Background: an optimization exercise with open tools, aiming at small area and a short achievable clock period. Do not read the settings as production practice.
At most, simulation tests tie the RTL to the original design; equivalence was not proved.
The RTL of run 1 was laid out without a check of its function.
Power and IR drop assume default switching activity.

==> flow/design.v, too long to show whole: its modules and the start of the top module <==
// module FP16_mcl: 1176 lines
module FP16_mcl(
    input [15:0] data1,
    input [15:0] data2,
    input rst,
    input input_valid,
    input clk,
    output reg [15:0] datanew,
    output reg output_update
    );
  // ...
==> flow/flow/run.sh <==
#!/bin/bash
# The standard layout, with the port buffers made from the smallest buffer cell.
bash standard.sh 'BUFFER_PORTS_ARGS=-buffer_cell sky130_fd_sc_hd__buf_1' finish > standard.log 2>&1
==> flow/standard.sh <==
#!/bin/bash
# synth_recipe.tcl (not shown) runs the flow's synth.tcl, then flattens the netlist and writes it again
# the make line also repeats each setting of config.mk as NAME=value (left out here)
make -C /OpenROAD-flow-scripts/flow DESIGN_CONFIG=/design/flow/config.mk WORK_HOME=/design/flow/orfs CLKGATE_MAP_FILE= SYNTH_SCRIPT=/design/flow/synth_recipe.tcl "${@:-finish}"
==> flow/config.mk <==
export PLATFORM = sky130hd
export DESIGN_NAME = FP16_mcl
export DESIGN_NICKNAME = FP16_mcl
export VERILOG_FILES = /design/flow/design.v
export SDC_FILE = /design/flow/constraint.sdc
export NUM_CORES = 4
export LEC_CHECK = 0
export ABC_CLOCK_PERIOD_IN_PS = 2400
export CAP_MARGIN = 20
export CORE_MARGIN = 2
export CORE_UTILIZATION = 60
export CTS_BUF_LIST = sky130_fd_sc_hd__clkbuf_4 sky130_fd_sc_hd__clkbuf_8
export SETUP_SLACK_MARGIN = 2.9
export SLEW_MARGIN = 20
==> flow/constraint.sdc <==
create_clock -name core_clock -period 5.5 [get_ports {clk}]
set_input_delay 1.1000 -clock core_clock [delete_from_list [all_inputs] [get_ports {clk}]]
set_output_delay 1.1000 -clock core_clock [all_outputs]
set_load 0.01 [all_outputs]
==> results.yml, run 1 <==
yosys:
  avgSynthCellArea_sq_um: 11.3
  synthSimpleGateAreaFrac_pct: 5.88
  syn_area_sq_mm: 0.00781
  synthAdderAreaFrac_pct: 21.0
  synth_top_family_by_area: "adder cells"
  synth_largest_area_cell: "dfxtp_1"
final_layout:
  top_regs: "datanew x16, vld x3"
  top_register: "datanew"
  multi_input_area_share_pct: 48.3
  largest_reg_flops: 16
  layout-drive-gt1-share_pct: 10.6
  synthToLayoutAreaGrowth_pct: 13.4
  inv_count: 36
status:
  outcome: "no timing/DRC/antenna violations"
global_route:
  antenna_found_initial: 0
worst_hold_path:
  hp-start: "es0_4_r2"
  hold_end: "es0_4_r3"
worst_setup_path:
  path_buf_inv: 3
  path_cells: "or2_4, ha_4, or2_4, ha_4, o21ba_4, nand3_4, a211oi_4, buf_6, a311oi_4, buf_4, buf_12, nand2b_4, a21boi_1"
  critPathLaunch: "fs_3_9_32_r3"
clocking:
  cts.sinks: 167
  clk_pin_slew_worst_paths_ns: 0.09
job:
  cap_viol_max_count: 0
timing:
  finalMaxSlewViolations: 0
  layout_min_cycle_time_ns: 2.53
  tns_ns: 0
pwr:
  vdd_drop_max_mv: 0.221
  power.leakage_nw: 3.72
  p_seq_mw: 1.82
  p_sw_share_pct: 35.3
placement:
  place_hpwl_um: 10700
  dp_slack_ns: 2.38
  gp_congestion: 0.860
  place.port_buffers: 51
detailed_routing:
  route.detailed.drc: 0
  wire_per_inst_um: 15.8
floorplanning:
  die-area_sq_mm: 0.0139
==> run 2, diff against run 1 <==
--- a/flow/design.v
+++ b/flow/design.v
@@ -71,16 +71,20 @@
     wire P26;
     wire P3;
     wire P4;
     wire P5;
     wire P6;
     wire P7;
     wire P8;
     wire P9;
+    wire all_k0;
+    wire all_k1;
+    wire any_k0;
+    wire any_k1;
     wire bm5_0;
     wire bm5_1;
     wire bm5_10;
     wire bm5_11;
     wire bm5_2;
     wire bm5_3;
     wire bm5_4;
     wire bm5_5;
@@ -144,22 +148,24 @@
     wire bp4_3;
     wire bp4_4;
     wire bp4_5;
     wire bp4_6;
     wire bp4_7;
     wire bp4_8;
     wire bp4_9;
     wire c10_k1;
-    wire c11_k0;
-    wire c11_k1;
     wire c12_0_k0;
     wire c12_0_k1;
     wire c12_1_k0;
     wire c12_1_k1;
+    wire ex1_k0;
+    wire ex1_k1;
+    wire ex2_k0;
+    wire ex2_k1;
     wire fc_1_10_2;
     wire fc_1_10_3;
     wire fc_1_11_4;
     wire fc_1_11_5;
     wire fc_1_12_6;
     wire fc_1_12_7;
     wire fc_1_13_8;
     wire fc_1_13_9;
@@ -296,16 +302,18 @@
     wire hs_1_6_0;
     wire hs_1_7_1;
     wire hs_1_8_2;
     wire hs_1_9_3;
     wire hs_2_4_4;
     wire hs_2_5_5;
     wire hs_3_2_6;
     wire hs_3_3_7;
+    wire k1_k0;
+    wire k1_k1;
     wire l10_k0;
     wire l10_k1;
     wire l9_k0;
     wire l9_k1;
     wire n_bm5_11_c21;
     wire n_bm5_2_c12;
     wire n_bm5_2_c13;
     wire n_bm5_5_c15;
@@ -374,18 +382,16 @@
     wire q1_14;
     wire q1_15;
     wire q1_16;
     wire q1_17;
     wire q1_18;
     wire q1_19;
     wire q1_20;
     wire q1_c12;
-    wire r0_k0;
-    wire r0_k1;
     wire sg0;
     wire two0;
     wire two1;
     wire two2;
     wire two3;
     wire two4;
     wire ug12;
     wire ug13;
@@ -514,19 +520,19 @@
     reg P16_r3;
     reg G20_r3;
     reg P20_r3;
     reg G21_r3;
     reg P21_r3;
     reg ug20_r3;
     reg up20_r3;
     reg p9_r3;
-    reg p10_r3;
+    reg fs_3_10_33_r3;
+    reg fc_3_9_32_r3;
     reg g9_r3;
-    reg g10_r3;
     reg hrs11_r3;
     reg fs_3_9_32_r3;
     reg fc_3_8_31_r3;
     reg up12_r3;
     reg ug12_r3;
     reg up13_r3;
     reg G14_r3;
     reg P14_r3;
@@ -924,33 +930,39 @@
     assign P23 = P16_r3 & P19_r3;
     assign G24 = G20_r3 | (P20_r3 & G19_r3);
     assign P24 = P20_r3 & P19_r3;
     assign G25 = G21_r3 | (P21_r3 & G19_r3);
     assign P25 = P21_r3 & P19_r3;
     assign G26 = ug20_r3 | (up20_r3 & G25);
     assign P26 = up20_r3 & P25;
     assign l9_k0 = p9_r3;
-    assign l10_k0 = p10_r3 ^ g9_r3;
-    assign c11_k0 = g10_r3 | (p10_r3 & g9_r3);
-    assign r0_k0 = l10_k0 & l9_k0;
-    assign c12_0_k0 = (hrs11_r3 & c11_k0) | (hrs11_r3 & r0_k0) | (c11_k0 & r0_k0);
-    assign q11_0_k0 = hrs11_r3 ^ c11_k0 ^ r0_k0;
-    assign c12_1_k0 = (hrs11_r3 & c11_k0) | (hrs11_r3 & l10_k0) | (c11_k0 & l10_k0);
-    assign q11_1_k0 = hrs11_r3 ^ c11_k0 ^ l10_k0;
+    assign all_k0 = fs_3_10_33_r3 & fc_3_9_32_r3 & g9_r3;
+    assign any_k0 = fs_3_10_33_r3 | fc_3_9_32_r3 | g9_r3;
+    assign ex2_k0 = (fs_3_10_33_r3 & fc_3_9_32_r3 & ~g9_r3) | (fs_3_10_33_r3 & ~fc_3_9_32_r3 & g9_r3) | (~fs_3_10_33_r3 & fc_3_9_32_r3 & g9_r3);
+    assign ex1_k0 = (fs_3_10_33_r3 & ~fc_3_9_32_r3 & ~g9_r3) | (~fs_3_10_33_r3 & fc_3_9_32_r3 & ~g9_r3) | (~fs_3_10_33_r3 & ~fc_3_9_32_r3 & g9_r3);
+    assign l10_k0 = ex1_k0 | all_k0;
+    assign c12_1_k0 = all_k0 | (hrs11_r3 & any_k0);
+    assign q11_1_k0 = hrs11_r3 ^ (any_k0 & ~all_k0);
+    assign k1_k0 = ex2_k0 | (all_k0 & ~l9_k0) | (ex1_k0 & l9_k0);
+    assign c12_0_k0 = (all_k0 & l9_k0) | (k1_k0 & hrs11_r3);
+    assign q11_0_k0 = hrs11_r3 ^ k1_k0;
     assign q10_k0 = l10_k0 ^ l9_k0;
     assign l9_k1 = ~p9_r3;
     assign c10_k1 = fs_3_9_32_r3 | fc_3_8_31_r3;
-    assign l10_k1 = p10_r3 ^ c10_k1;
-    assign c11_k1 = g10_r3 | (p10_r3 & c10_k1);
-    assign r0_k1 = l10_k1 & l9_k1;
-    assign c12_0_k1 = (hrs11_r3 & c11_k1) | (hrs11_r3 & r0_k1) | (c11_k1 & r0_k1);
-    assign q11_0_k1 = hrs11_r3 ^ c11_k1 ^ r0_k1;
-    assign c12_1_k1 = (hrs11_r3 & c11_k1) | (hrs11_r3 & l10_k1) | (c11_k1 & l10_k1);
-    assign q11_1_k1 = hrs11_r3 ^ c11_k1 ^ l10_k1;
+    assign all_k1 = fs_3_10_33_r3 & fc_3_9_32_r3 & c10_k1;
+    assign any_k1 = fs_3_10_33_r3 | fc_3_9_32_r3 | c10_k1;
+    assign ex2_k1 = (fs_3_10_33_r3 & fc_3_9_32_r3 & ~c10_k1) | (fs_3_10_33_r3 & ~fc_3_9_32_r3 & c10_k1) | (~fs_3_10_33_r3 & fc_3_9_32_r3 & c10_k1);
+    assign ex1_k1 = (fs_3_10_33_r3 & ~fc_3_9_32_r3 & ~c10_k1) | (~fs_3_10_33_r3 & fc_3_9_32_r3 & ~c10_k1) | (~fs_3_10_33_r3 & ~fc_3_9_32_r3 & c10_k1);
+    assign l10_k1 = ex1_k1 | all_k1;
+    assign c12_1_k1 = all_k1 | (hrs11_r3 & any_k1);
+    assign q11_1_k1 = hrs11_r3 ^ (any_k1 & ~all_k1);
+    assign k1_k1 = ex2_k1 | (all_k1 & ~l9_k1) | (ex1_k1 & l9_k1);
+    assign c12_0_k1 = (all_k1 & l9_k1) | (k1_k1 & hrs11_r3);
+    assign q11_0_k1 = hrs11_r3 ^ k1_k1;
     assign q10_k1 = l10_k1 ^ l9_k1;
     assign pl9 = G13 ? l9_k1 : l9_k0;
     assign pl10 = G13 ? l10_k1 : l10_k0;
     assign q0_10 = G13 ? q10_k1 : q10_k0;
     assign q0_c12 = G13 ? c12_0_k1 : c12_0_k0;
     assign q0_11 = G13 ? q11_0_k1 : q11_0_k0;
     assign q0_12 = up12_r3 ^ q0_c12;
     assign G27 = ug12_r3 | (up12_r3 & q0_c12);
@@ -1123,19 +1135,19 @@
         P16_r3 <= P16;
         G20_r3 <= G20;
         P20_r3 <= P20;
         G21_r3 <= G21;
         P21_r3 <= P21;
         ug20_r3 <= ug20;
         up20_r3 <= up20;
         p9_r3 <= p9;
-        p10_r3 <= p10;
+        fs_3_10_33_r3 <= fs_3_10_33;
+        fc_3_9_32_r3 <= fc_3_9_32;
         g9_r3 <= g9;
-        g10_r3 <= g10;
         hrs11_r3 <= hrs11;
         fs_3_9_32_r3 <= fs_3_9_32;
         fc_3_8_31_r3 <= fc_3_8_31;
         up12_r3 <= up12;
         ug12_r3 <= ug12;
         up13_r3 <= up13;
         G14_r3 <= G14;
         P14_r3 <= P14;
==> flow/config.mk (replaced) <==
export PLATFORM = sky130hd
export DESIGN_NAME = FP16_mcl
export DESIGN_NICKNAME = FP16_mcl
export VERILOG_FILES = /design/flow/design.v
export SDC_FILE = /design/flow/constraint.sdc
export NUM_CORES = 4
export LEC_CHECK = 0
export ABC_AREA = 1
export CAP_MARGIN = 20
export CORE_MARGIN = 2
export CORE_UTILIZATION = 60
export CTS_BUF_LIST = sky130_fd_sc_hd__clkbuf_4 sky130_fd_sc_hd__clkbuf_8
export SETUP_SLACK_MARGIN = 3.0
export SLEW_MARGIN = 20
==> run 2 against run 1 <==
Critical path type unchanged; register-to-register slack gained 0.17 ns; clock-buffer cell count is the same; flip-flop and latch count is the same; clock skew is essentially flat; highest routed layer unchanged; non-clock buffer count shrank 19; synthesized cell count grew 26%; final area shrank 1.5%; clock power shrank 8.9%; via count grew 11%; setup slack gained 0.17 ns.
==> results.yml, run 2 <==
pwr:
  power.leakage_nw: 4.20
  vdd_drop_max_mv: 0.255
  powerDensity_mw_per_mm2: 520
clocking:
  cts.sinks: 167
  ctsHoldBuffers: 0
  ctsResizeCount: 0
  cts_setup_buffers: 0
  clk_pin_slew_worst_paths_ns: 0.08
  cts_root_buf: "clkbuf_8"
  cts_buffers: 17
  cts_tree: "yes"
  insertion_delay_ns: 0.44
  htreeDepth: 4
  clockBufferDepth: 2
final_layout:
  n_antenna_cell: 0
  top_register: "datanew"
  synthToLayoutAreaGrowth_pct: 9.32
  fillers: 1119
  top_regs: "datanew x16, vld x3"
  mostFrequentLayoutCells: "164 x nand2_1, 162 x dfxtp_1, 105 x inv_1"
  nets: 1052
  final_util_pct: 66.4
  layout-drive-gt1-share_pct: 6.32
  largest_reg_flops: 16
  layout_commonest_cell: "nand2_1"
  fin_cells: 1110
  design_area_sq_mm: 0.00872
worst_setup_path:
  crit_type: "reg -> reg"
  crit_path_max_fanout: 21
  reg2reg_depth: 4
  endpoint_kind: "flop"
  cp-start-kind: "flop"
  crit_arrival_ns: 2.68
  required_ns: 5.81
yosys:
  syn_area_sq_mm: 0.00798
  synth_common_cells: "164 x nand2_1, 163 x dfxtp_1, 105 x inv_1, 67 x xor2_1, 51 x ha_1"
  avgSynthCellArea_sq_um: 9.20
  synth_cell_type_count: 35
  synthesis.instances: 867
  synth-compound-area-share_pct: 8.96
  synth_async_sr_flop_share_pct: 2.40
  synth_warnings: 1
  ys_ff_latch: 167
  synthAdderAreaFrac_pct: 19.3
  synth.most_common_cell: "nand2_1"
  synth_xor_area_share_pct: 8.12
  synth_top_cells_by_area: "dfxtp_1 41%, fa_1 11%, ha_1 8.0%"
  synth_largest_area_cell: "dfxtp_1"
  synthSimpleGateAreaFrac_pct: 14.9
  synth_top_family_by_area: "adder cells"
  synth_edf_count: 0
  synth_top_area_share_pct: 40.9
  yosysSeqAreaShare_pct: 42.2
  synthFlopType: "dfxtp_1"
  syn_nets: 998
  synthMuxAreaShare_pct: 0
timing:
  clock.fmax_mhz: 424
  max_slew.worst_pin.slew_ns: 0.633
  layout_min_cycle_time_ns: 2.36
  fin_skew_ns: 0.0116
  hold_violations: 0
  relSlewSlack_pct: 57.4
  finalMaxSlewViolations: 0
  setup_ws_ns: 3.14
  tns_ns: 0
  rsz0062_at_grt: "no"
  setup_violations: 0
  timing.final.crit_share_pct: 42.9
detailed_routing:
  routed_wl_um: 14800
  route.vias.total: 5543
  dr.pass1.iters: 5
  ant_nets: 0
  drt_iter0_markers: 270
  avgViaCountPerCell: 4.99
  route.detailed.drc: 0
  wire_per_inst_um: 13.3
placement:
  place.port_buffers: 51
  place_hpwl_um: 11700
  dp_slack_ns: 3.01
  place_area_sq_mm: 0.00831
  gp_congestion: 0.934
  dp.cells: 1078
global_route:
  antenna_found_initial: 0
  grtUsageTotal_pct: 22.2
  grt_pass1_vias: 5462
  grt_pass1_wl_um: 25100
  overflow: 0
  grt_max_degree: 22
job:
  cap_viol_max_count: 0
floorplanning:
  die-area_sq_mm: 0.0142
  std_cell_rows: 42
  die_h_um: 119
  io_pins: 52
  core_sq_mm: 0.0131
  initial_core_util_pct: 60.7
  die_x_um: 119
status:
  outcome: "no timing/DRC/antenna violations"
worst_hold_path:
  hold_class: "reg -> reg"
  whs_path_depth: 0
run 2: changes by cell type in the layout (fill, tap and decap cells not counted), moves of 21 or more:
cell	change
xor2_1	+59
inv_1	+70
nand3_1	+38
nand2_1	+155
nor2_1	+21
a22oi_1	-44
xnor2_1	-73
o22ai_1	+44
run 2: metal layers:
| layer | up-vias | wire length, um | global-route usage (%) | part of all wire, % |
|---|---|---|---|---|
| li1 | 2889 | - | - | - |
| met1 | 2490 | 6900 | 27.9 | 47 |
| met2 | 144 | 6950 | 37.2 | 47 |
| met3 | 20 | 641 | 5.27 | 4.3 |
| met4 | 0 | 293 | 8.46 | 2.0 |
| met5 | - | 0 | 0 | 0 |
run 2: kinds of logic after synthesis:
family	Yosys count
fa+ha+maj	96
xor+xnor	74
buf+inv	136
simple gates	273
compound gates	121
flops	167
run 2: area by class of cell:
| type | instances | area [sq um] | area share (%) |
|---|---|---|---|
| clock buffers | 19 | 262 | 3.00 |
| clock inverters | 13 | 146 | 1.68 |
| inverters | 120 | 450 | 5.16 |
| multi-input cells | 564 | 4090 | 46.9 |
| flip-flops and latches | 167 | 3360 | 38.6 |
| well taps | 176 | 220 | 2.53 |
| repair buffers | 51 | 191 | 2.20 |
run 2: path summary, 6_finish.rpt:
check | start | end | slack (ns)
max | data2_9_r1 | fs_2_13_21_r2 | 3.14
min | es0_5_r1 | es0_5_r2 | 0.32
max reg2reg | data2_9_r1 | fs_2_13_21_r2 | 3.14
min reg2reg | es0_5_r1 | es0_5_r2 | 0.32
max in group asynchronous | rst | vld[2] | 4.86
min in group asynchronous | rst | vld[0] | 0.50
run 2: metrics by stage:
step | power (mW) | hold WS (ns)
CTS | 4.60 | 0.321
global route | 4.99 | 0.327
floorplan | 3.24 | 0.310
finish | 4.53 | 0.324
detailed placement | 3.70 | 0.313
global placement | 3.65 | 0.316
run 2: worst max-delay path, cell delays in order (launching register included):
cell	delay, ns
dfxtp_1	0.72
o21ai_0	0.41
fa_1	0.62
inv_1	0.05
fa_1	0.44
run 2: power by group:
| group | switching (mW) | internal [mW] |
|---|---|---|
| Combinational | 1.15 | 0.750 |
| Sequential | 0.178 | 1.58 |
| Clock | 0.440 | 0.432 |
==> run 3, diff against run 2 <==
--- a/flow/config.mk
+++ b/flow/config.mk
@@ -8,7 +8,7 @@
 export ABC_AREA = 1
 export CAP_MARGIN = 20
 export CORE_MARGIN = 2
-export CORE_UTILIZATION = 60
+export CORE_UTILIZATION = 75
 export CTS_BUF_LIST = sky130_fd_sc_hd__clkbuf_4 sky130_fd_sc_hd__clkbuf_8
-export SETUP_SLACK_MARGIN = 3.0
+export SETUP_SLACK_MARGIN = 3.25
 export SLEW_MARGIN = 20
==> run 3 against run 2 <==
Highest routed layer unchanged; first-iteration DRC count increased by 86%; critical endpoint is now fs_2_15_23_r2; utilization grew 19 points; critical path depth rose by 2; largest power group unchanged; sequential power is essentially flat.
==> results.yml, run 3 <==
yosys:
  syn_nets: 998
  ys_ff_latch: 167
  synth_edf_count: 0
  synthesis.instances: 867
  synth_top_area_share_pct: 40.9
  avgSynthCellArea_sq_um: 9.20
  syn_area_sq_mm: 0.00798
  synth_async_sr_flop_share_pct: 2.40
  synth_largest_area_cell: "dfxtp_1"
  synth_common_cells: "164 x nand2_1, 163 x dfxtp_1, 105 x inv_1, 67 x xor2_1, 51 x ha_1"
  synth_cell_type_count: 35
  synth_top_cells_by_area: "dfxtp_1 41%, fa_1 11%, ha_1 8.0%"
  synth_warnings: 1
  synth.most_common_cell: "nand2_1"
  yosysSeqAreaShare_pct: 42.2
  synthFlopType: "dfxtp_1"
detailed_routing:
  route.vias.total: 6321
  drt_iter0_markers: 502
  wire_per_inst_um: 17.4
  dr.pass1.iters: 6
  avgViaCountPerCell: 5.84
  routed_wl_um: 18800
  ant_nets: 0
  route.detailed.drc: 0
final_layout:
  mostFrequentLayoutCells: "164 x nand2_1, 152 x dfxtp_1, 102 x inv_1"
  design_area_sq_mm: 0.00886
  layout_commonest_cell: "nand2_1"
  largest_reg_flops: 16
  nets: 1064
  fillers: 519
  top_register: "datanew"
  layout-drive-gt1-share_pct: 10.5
  top_regs: "datanew x16, vld x3"
  synthToLayoutAreaGrowth_pct: 11.1
  n_antenna_cell: 0
floorplanning:
  core_sq_mm: 0.0103
  die-area_sq_mm: 0.0115
  std_cell_rows: 37
  die_x_um: 107
  io_pins: 52
  initial_core_util_pct: 77.3
  die_h_um: 107
pwr:
  power.leakage_nw: 4.28
  vdd_drop_max_mv: 0.258
  p_total_mw: 4.83
  powerDensity_mw_per_mm2: 545
timing:
  layout_min_cycle_time_ns: 2.38
  fin_skew_ns: 0.0126
  hold_violations: 0
  tns_ns: 0
  timing.final.crit_share_pct: 43.3
  clock.fmax_mhz: 420
  setup_violations: 0
  finalMaxSlewViolations: 0
  rsz0062_at_grt: "yes"
  relSlewSlack_pct: 67.3
  max_slew.worst_pin.slew_ns: 0.485
worst_setup_path:
  endpoint_kind: "flop"
  crit_type: "reg -> reg"
  crit_path_max_fanout: 9
  crit_arrival_ns: 2.75
  cp-start-kind: "flop"
  required_ns: 5.87
  critPathLaunch: "one3_r1"
  r2r_start: "one3_r1"
  reg2reg_depth: 6
worst_hold_path:
  whs_path_depth: 0
  hold_class: "reg -> reg"
  hp-start: "es0_5_r2"
placement:
  place_hpwl_um: 13200
  gp_congestion: 0.955
  place_area_sq_mm: 0.00826
  place.port_buffers: 51
clocking:
  clockBufferDepth: 2
  insertion_delay_ns: 0.48
  clk_pin_slew_worst_paths_ns: 0.09
  cts_tree: "yes"
  cts_root_buf: "clkbuf_8"
  cts_buffers: 17
  ctsHoldBuffers: 0
  htreeDepth: 4
  cts.sinks: 167
global_route:
  grt_pass1_wl_um: 29400
  antenna_found_initial: 0
  grt_pass1_vias: 6442
  grt_max_degree: 22
  overflow: 0
  grtUsageTotal_pct: 33.5
status:
  outcome: "no timing/DRC/antenna violations"
job:
  cap_viol_max_count: 0
run 3: worst paths after layout:
| path | to | slack (ns) |
|---|---|---|
| min in group asynchronous | vld[1] | 0.46 |
| setup / recovery | fs_2_15_23_r2 | 3.12 |
| hold / removal | es0_5_r3 | 0.33 |
| setup reg to reg | fs_2_15_23_r2 | 3.12 |
| max in group asynchronous | vld[0] | 4.90 |
| hold reg to reg | es0_5_r3 | 0.33 |
run 3: cells by family after synthesis:
family	Yosys count	share of synthesized area [%]
AO/OA/AOI/OAI	121	8.96
adder cells (fa/ha/maj)	96	19.3
AND/OR/NAND/NOR	273	14.9
XOR/XNOR	74	8.12
buffers and inverters	136	6.62
flip-flops	167	42.2
run 3: worst max-delay path, stage by stage, from the launching register on:
cell,delay [ns]
dfxtp_1,0.41
clkinv_2,0.18
o22ai_1,0.34
xor2_1,0.24
fa_1,0.48
fa_1,0.56
inv_1,0.07
run 3: area by class of cell:
cell class	count	area [sq um]	share of cell area [%]
tap	136	170	1.92
timing repair buffer	61	267	3.01
inverter	120	492	5.55
timing repair inverter	2	10.0	0.113
multi-input combinational	564	4110	46.3
clock inverter	13	193	2.17
sequential	167	3380	38.1
clock buffer	19	249	2.81
run 3: through the flow:
step	hold slack (ns)	instances	utilization, %	setup slack [ns]
after detailed placement	0.315	1038	80.0	2.94
final	0.335	1082	85.9	3.12
after floorplan	0.310	867	-	3.26
after global placement	0.313	1038	80.0	3.08
after CTS	0.334	1070	84.5	3.20
after global routing	0.339	1082	85.9	3.11
run 3: layer usage:
metal  wire (um)  global-route usage, %  part of all wire (%)  vias up
met4         916                   17.1                   4.9        0
met3        1320                   7.90                   7.0      113
met2        9600                   61.0                    51      354
met5           0                      0                     0        -
met1        6970                   36.0                    37     2933
li1            -                      -                     -     2921
run 3: timing repair:
item | 4_1_cts | 5_1_grt
setup endpoints to repair | 18 | 19
setup buffers | 0 | 10
gates resized for setup | 14 | 20
pin swaps | 0 | 1
gates cloned | 0 | 2
run 3: power breakdown:
part	switching [mW]	total, mW	internal [mW]
Clock	0.482	0.958	0.476
Combinational	1.29	2.09	0.796
Sequential	0.199	1.78	1.59
Total	1.98	4.83	2.86
==> run 4, diff against run 3 <==
--- a/flow/config.mk
+++ b/flow/config.mk
@@ -8,7 +8,7 @@
 export ABC_AREA = 1
 export CAP_MARGIN = 20
 export CORE_MARGIN = 2
-export CORE_UTILIZATION = 75
+export CORE_UTILIZATION = 60
 export CTS_BUF_LIST = sky130_fd_sc_hd__clkbuf_4 sky130_fd_sc_hd__clkbuf_8
 export SETUP_SLACK_MARGIN = 3.25
 export SLEW_MARGIN = 20
==> run 4 against run 3 <==
Worst hold slack worse by 0.0040 ns; routed wire length is 18% lower; die area is 24% higher; sequential share of layout area is 0.063 points higher; clock skew is 0.0059 ns higher; area after synthesis stayed put; non-clock buffer count is 2 higher; critical path type unchanged; largest power group unchanged.
==> results.yml, run 4 <==
status:
  outcome: "no timing/DRC/antenna violations"
placement:
  gp_congestion: 0.937
  place.port_buffers: 51
  dp_slack_ns: 3.00
  place_area_sq_mm: 0.00831
  place_hpwl_um: 11900
timing:
  layout_min_cycle_time_ns: 2.19
  rsz0062_at_grt: "yes"
  tns_ns: 0
  relSlewSlack_pct: 68.0
  clock.fmax_mhz: 457
  timing.final.crit_share_pct: 39.8
  fin_skew_ns: 0.0185
  max_slew.worst_pin.slew_ns: 0.475
  finalMaxSlewViolations: 0
  setup_ws_ns: 3.31
  setup_violations: 0
  hold_violations: 0
yosys:
  synth_largest_area_cell: "dfxtp_1"
  syn_nets: 998
  yosysSeqAreaShare_pct: 42.2
  synthesis.instances: 867
  avgSynthCellArea_sq_um: 9.20
  synth_warnings: 1
  synth_edf_count: 0
  synth_async_sr_flop_share_pct: 2.40
  synth_cell_type_count: 35
  synthFlopType: "dfxtp_1"
  syn_area_sq_mm: 0.00798
  synth_top_cells_by_area: "dfxtp_1 41%, fa_1 11%, ha_1 8.0%"
  synth_top_area_share_pct: 40.9
  ys_ff_latch: 167
  synth_common_cells: "164 x nand2_1, 163 x dfxtp_1, 105 x inv_1, 67 x xor2_1, 51 x ha_1"
  synth.most_common_cell: "nand2_1"
pwr:
  powerDensity_mw_per_mm2: 511
  vdd_drop_max_mv: 0.241
  p_total_mw: 4.52
  power.leakage_nw: 4.25
final_layout:
  top_register: "datanew"
  seqCellArea_sq_mm: 0.00338
  nets: 1065
  n_antenna_cell: 0
  layout-drive-gt1-share_pct: 10.2
  fillers: 1089
  synthToLayoutAreaGrowth_pct: 11.0
  design_area_sq_mm: 0.00885
  largest_reg_flops: 16
  layout_commonest_cell: "nand2_1"
  top_regs: "datanew x16, vld x3"
  mostFrequentLayoutCells: "164 x nand2_1, 151 x dfxtp_1, 105 x inv_1"
  multi_input_area_sq_mm: 0.00410
worst_setup_path:
  crit_arrival_ns: 2.59
  crit_path_max_fanout: 4
  path_delay_family: "adder cells"
  max_stage_delay_ns: 0.54
  cp_slowest_cell: "fa_1"
  required_ns: 5.90
  path_buf_inv: 2
  path_cells: "clkinvlp_4, buf_4, o22ai_1, xor2_1, fa_1, fa_1"
  endpoint_kind: "flop"
  worst-path-stages: 6
  crit_type: "reg -> reg"
  rrSetupSlack_ns: 3.31
  r2r_start: "two3_r1"
  reg2reg_depth: 6
  critPathMostFrequentCell: "fa_1"
  timing.rr.end: "fs_2_13_21_r2"
  cp-start-kind: "flop"
global_route:
  grt_max_degree: 22
  overflow: 0
  antenna_found_initial: 0
  grt_pass1_wl_um: 25300
  grtUsageTotal_pct: 22.6
  grt_pass1_vias: 5443
clocking:
  clockBufferDepth: 2
  cts.sinks: 167
  htreeDepth: 4
  cts_buffers: 17
  insertion_delay_ns: 0.47
  cts_root_buf: "clkbuf_8"
  cts_tree: "yes"
  clk_pin_slew_worst_paths_ns: 0.09
detailed_routing:
  routed_wl_um: 15500
  wl_met1_um: 7030
  drt_iter0_markers: 415
  dr.pass1.iters: 5
  avgViaCountPerCell: 5.15
  route.detailed.drc: 0
  ant_nets: 0
  route.vias.total: 5779
  dr_wl_met2_um: 7070
  wl_met3_um: 750
  wire_per_inst_um: 13.8
  highest_layer: "met4"
worst_hold_path:
  hold_end: "es0_3_r3"
  hp-start: "es0_3_r2"
  whs_path_depth: 0
  hold_class: "reg -> reg"
floorplanning:
  core_sq_mm: 0.0131
  io_pins: 52
  die-area_sq_mm: 0.0142
  die_h_um: 119
  std_cell_rows: 42
  initial_core_util_pct: 60.7
  die_x_um: 119
job:
  cap_viol_max_count: 0
-- run 4: kinds of logic (layout without fill, tap and decap cells) --
kind of cell | count (synthesis) | in the layout | synth area share [%]
fa+ha+maj | 96 | 96 | 19.3
xor+xnor | 74 | 74 | 8.12
flops | 167 | 167 | 42.2
compound gates | 121 | 121 | 8.96
buf+inv | 136 | 216 | 6.62
simple gates | 273 | 273 | 14.9
-- run 4: per-layer routing --
metal,up-vias,track usage [%]
met4,0,11.5
met2,205,35.8
met1,2617,28.6
met5,-,0
met3,54,5.80
li1,2903,-
-- run 4: final cells by class --
cell class                 count  share of cell area [%]
sequential                   167                    38.2
timing repair inverter         1                  0.0565
inverter                     120                    5.55
clock inverter                15                    1.61
clock buffer                  17                    2.64
timing repair buffer          63                    3.18
multi-input combinational    564                    46.3
tap                          176                    2.49
-- run 4: report_power, final --
part / internal [mW] / leakage [nW] / total (mW) / switching (mW)
Sequential: 1.59 / 1.42 / 1.77 / 0.186
Combinational: 0.758 / 2.64 / 1.92 / 1.16
Clock: 0.367 / 0.190 / 0.832 / 0.464
Total: 2.71 / 4.25 / 4.52 / 1.81
-- run 4: worst max-delay path by stage --
stage,endpoint,slack [ns],startpoint
finish,fs_2_13_21_r2,3.31,two3_r1
global route,fs_2_15_23_r2,3.24,data1_7_r1
CTS,fs_2_15_23_r2,3.21,one3_r1
detailed placement,es0_4_r1,3.00,data1[10]
global placement,es0_4_r1,3.08,data1[10]
floorplan,fs_2_8_16_r2,3.26,neg1_r1
-- run 4: what timing repair did --
action                                 4_1_cts  5_1_grt
setup endpoints to repair                   14       16
buffers inserted                             0       12
endpoints found under the hold margin        0        0
gates resized for setup                      8       22
gates cloned                                 0        1
hold buffers                                 0        0
-- run 4: stage by stage --
| stage | std cells | util [%] | hold slack (ns) |
|---|---|---|---|
| 6_report | 1123 | 67.4 | 0.331 |
| 5_1_grt | 1123 | 67.4 | 0.339 |
| 4_1_cts | 1110 | 66.2 | 0.331 |
| 3_5_place_dp | 1078 | 63.3 | 0.313 |
| 3_3_place_gp | 1078 | 63.3 | 0.316 |
| 2_1_floorplan | 867 | - | 0.310 |

[re-timing with driven ports]
How much do the figures lean on ideal ports? The routed layouts below were timed once more, with nothing changed but the port constraints.
Step 1 (the two cells are an assumption about what drives the block):
set clk [get_ports {clk}]
set_driving_cell -lib_cell sky130_fd_sc_hd__clkbuf_16 $clk
set_driving_cell -lib_cell sky130_fd_sc_hd__buf_2 [delete_from_list [all_inputs] $clk]
Step 2, shift: input delay + t, output delay - t, t = (earliest + latest rising clock arrival at the registers) / 2. This alone moves slack from input paths to output paths.
Slacks: ideal / step 1 / step 2; pairs: ideal / step 1.
run | shift t [ns] | setup slack, ns | worst hold slack (ns) | worst setup path at the end
run 1 | 0.480 | 2.967 / 2.967 / 2.722 | 0.324 / 0.324 / 0.324 | input to register
run 2 | 0.472 | 3.139 / 3.139 / 3.019 | 0.324 / 0.324 / 0.324 | input to register
run 3 | 0.510 | 3.119 / 3.119 / 2.903 | 0.335 / 0.335 / 0.335 | input to register
run 4 | 0.497 | 3.311 / 3.311 / 2.993 | 0.331 / 0.331 / 0.331 | input to register
After both steps setup and hold are still met in every run listed. The setup slack of run 4, which loses most, moves by 0.000 ns with the drivers and by -0.318 ns with both steps.
